Context: an optimization exercise on an open-source flow, tuned for small area. The choices shown serve that exercise and are no tape-out recipe. In this exercise RTL edits were held to simulation tests only and were not proved equivalent to the original. No activity file was given, so power comes from the tool's default toggle rates.

## DC_DDS_TOP
module DC_DDS_TOP #(
    parameter PHASE_WIDTH = 32,     
    parameter ADDR_WIDTH = 10,      
    parameter DATA_WIDTH = 16,      
    parameter PERIOD_NUM_WIDTH = 3  
)(
	input clk,
	input rst_n,
    input [PHASE_WIDTH-1:0] frq_word   ,  
    input [PHASE_WIDTH-1:0] period_ctrl,  
    input [1:0] CH0_wave_shape,
    input CH0_mod,  
    input CH0_chaotic_valid,  
    input [PHASE_WIDTH-1:0] CH0_chaotic_x,  
    input [PHASE_WIDTH-1:0] CH0_chaotic_y,
    input [PHASE_WIDTH-1:0] CH0_chaotic_z,
    input [1:0] CH1_wave_shape,
    input CH1_mod,  
    input CH1_chaotic_valid,  
    input [PHASE_WIDTH-1:0] CH1_chaotic_x,  
    input [PHASE_WIDTH-1:0] CH1_chaotic_y,
    input [PHASE_WIDTH-1:0] CH1_chaotic_z,
    output reg chaotic_ctrl,  
    output CH0_wave_out_valid,
	output [DATA_WIDTH-1:0] CH0_wave_out,
    output CH1_wave_out_valid,
    output [DATA_WIDTH-1:0] CH1_wave_out
);
Size: roughly 4200 cells after synthesis, about 150 flip-flops, about 300 I/O pins.
export LEC_CHECK = 0
export ABC_AREA = 1
export CAP_MARGIN = 20
export CORE_MARGIN = 2
export CORE_UTILIZATION = 30
export GPL_TIMING_DRIVEN = 0
export PLACE_DENSITY = 0.35
export SETUP_SLACK_MARGIN = 0.3
export SLEW_MARGIN = 20
export SYNTH_MEMORY_MAX_BITS = 65536
create_clock -name core_clock -period 10.0 [get_ports {clk}]
standard.sh (not shown) runs the stock make flow with config.mk's settings and CLKGATE_MAP_FILE= SYNTH_SCRIPT=/design/flow/synth_recipe.tcl, a recipe that flattens the netlist after the stock synthesis.
==> flow/flow/run.sh <==
#!/bin/bash
# Own flow: the standard layout, with two changes to synthesis only:
#  - no full/half-adder extraction (ADDER_MAP_FILE empty) and Yosys's default
#    adder architecture instead of the Kogge-Stone extra map;
#  - the final ABC mapping runs flow/area.abc (deep AIG resynthesis, then the
#    usual choice computation and mapping) instead of abc_area.script.
#  - every port still gets its own buffer, but the smallest buffer cell.
# Registers, their names and the rest of the flow are unchanged.
set -euo pipefail
W=$PWD
sed 's#log_cmd abc {\*}\$abc_args#log_cmd abc {*}[lreplace $abc_args 1 1 '"$W"'/flow/area.abc]#' \
    "$FLOW_HOME/scripts/synth.tcl" > "$W/synth_own.tcl"
grep -q "flow/area.abc" "$W/synth_own.tcl"
sed 's#source $::env(SCRIPTS_DIR)/synth.tcl#source '"$W"'/synth_own.tcl#' \
    "$W/synth_recipe.tcl" > "$W/own_synth.tcl"
grep -q "synth_own.tcl" "$W/own_synth.tcl"
BUFFER_PORTS_ARGS="-buffer_cell sky130_fd_sc_hd__buf_1" \
    bash "$W/standard.sh" SYNTH_SCRIPT="$W/own_synth.tcl" ADDER_MAP_FILE= \
    SYNTH_OPERATIONS_ARGS=-noshare finish > "$W/make.log" 2>&1
==> flow/flow/area.abc <==
strash
&get -n
&deepsyn -T 240
&put
dch
map -B 0.9
topo
Edit:
--- a/flow/config.mk
+++ b/flow/config.mk
@@ -11,3 +11,2 @@
 export CORE_UTILIZATION = 30
-export GPL_TIMING_DRIVEN = 0
 export PLACE_DENSITY = 0.35
Design area decreases slightly.
Wire length increases by a few percent.
Clock power decreases slightly.
Power increases slightly.
Global-route usage increases by 2.6 points.
Cell count increases by a few percent.
Count of clock-buffer cells in the layout decreases by 1.
Hold slack hardly moves.
Setup slack gains 0.18 ns.
Clock skew increases by 0.0034 ns.
Synthesized area does not change.

== amber ==
Starting RTL as in the previous note.
## DC_DDS_TOP
module DC_DDS_TOP #(
    parameter PHASE_WIDTH = 32,     
    parameter ADDR_WIDTH = 10,      
    parameter DATA_WIDTH = 16,      
    parameter PERIOD_NUM_WIDTH = 3  
)(
	input clk,
	input rst_n,
    input [PHASE_WIDTH-1:0] frq_word   ,  
    input [PHASE_WIDTH-1:0] period_ctrl,  
    input [1:0] CH0_wave_shape,
    input CH0_mod,  
    input CH0_chaotic_valid,  
    input [PHASE_WIDTH-1:0] CH0_chaotic_x,  
    input [PHASE_WIDTH-1:0] CH0_chaotic_y,
    input [PHASE_WIDTH-1:0] CH0_chaotic_z,
    input [1:0] CH1_wave_shape,
    input CH1_mod,  
    input CH1_chaotic_valid,  
    input [PHASE_WIDTH-1:0] CH1_chaotic_x,  
    input [PHASE_WIDTH-1:0] CH1_chaotic_y,
    input [PHASE_WIDTH-1:0] CH1_chaotic_z,
    output reg chaotic_ctrl,  
    output CH0_wave_out_valid,
	output [DATA_WIDTH-1:0] CH0_wave_out,
    output CH1_wave_out_valid,
    output [DATA_WIDTH-1:0] CH1_wave_out
);
Settings: LEC_CHECK=0, ABC_AREA=1, CAP_MARGIN=20, CORE_MARGIN=2, CORE_UTILIZATION=30, PLACE_DENSITY=0.35, SETUP_SLACK_MARGIN=0.6, SLEW_MARGIN=20, SYNTH_MEMORY_MAX_BITS=65536; clock period 10.0 ns.
==> flow/flow/area.abc <==
strash
&get -n
&deepsyn -I 2 -T 200
&put
dch
map -B 0.9
topo
Scripts as last shown in full above: flow/flow/run.sh
No stage failed in amber, and the final checks on the layout all came back clean.
> inputs changed (amber -> fjord)
==> flow/flow/area.abc <==
strash
&get -n
&deepsyn -T 600
&put
dch
map -B 0.9
topo
-- flow/config.mk --
<<< amber, line 13
export SETUP_SLACK_MARGIN = 0.6
>>> fjord, line 13
export SETUP_SLACK_MARGIN = 0.3
Findings:
fjord vs amber — area growth from synthesis to layout dropped 4.0 points. Of the two values seen for critical-path cell with the highest stage delay, sky130_fd_sc_hd__dfrtp_1 was produced by amber and sky130_fd_sc_hd__nor2_1 by fjord. NOTE: wire length on met2 in fjord exceeds that of amber. Going from amber to fjord, the die width was found to have gone up by 1.2%. Comparing setup slack for amber and fjord, the smaller number came from fjord. Total clock network power essentially unchanged between amber and fjord. Filler-free cell count of the finished design up 2.2% in fjord wrt amber. Going from amber to fjord, count of fill cells added during filler insertion saw an increase; cell-internal power saw an increase; sequential share of power saw a decrease. Summary: with amber as the reference, area after synthesis in fjord moved up by a few percent.

what the ideal ports hide:
Ports are ideal in the flow. The routed layouts listed here were re-timed in OpenROAD. Step 1: set_driving_cell puts a clkbuf_16 on clk and a buf_2 on each other input, an assumption about the parent block. Step 2 moves the port delays by t, midway between the first and last clock arrival at a register: inputs arrive t later, outputs are due t later. That takes back most of the time a late clock gives input paths. Slacks: ideal / step 1 / step 2; pairs: ideal / step 1.
run | t (ns) | setup slack, ns | latest minus earliest clock arrival (ns)
the first run of note 1 | 0.502 | 0.247 / 0.189 / 0.672 | 0.013 / 0.013
the second run of note 1 | 0.504 | 0.430 / 0.373 / 0.556 | 0.017 / 0.017
amber | 0.500 | 0.485 / 0.485 / 0.256 | 0.015 / 0.015
fjord | 0.504 | 0.430 / 0.373 / 0.556 | 0.017 / 0.017
After both steps every run listed still meets setup and hold. For amber, which loses most, drivers alone change the setup slack by 0.000 ns; drivers and shift together by -0.229 ns.
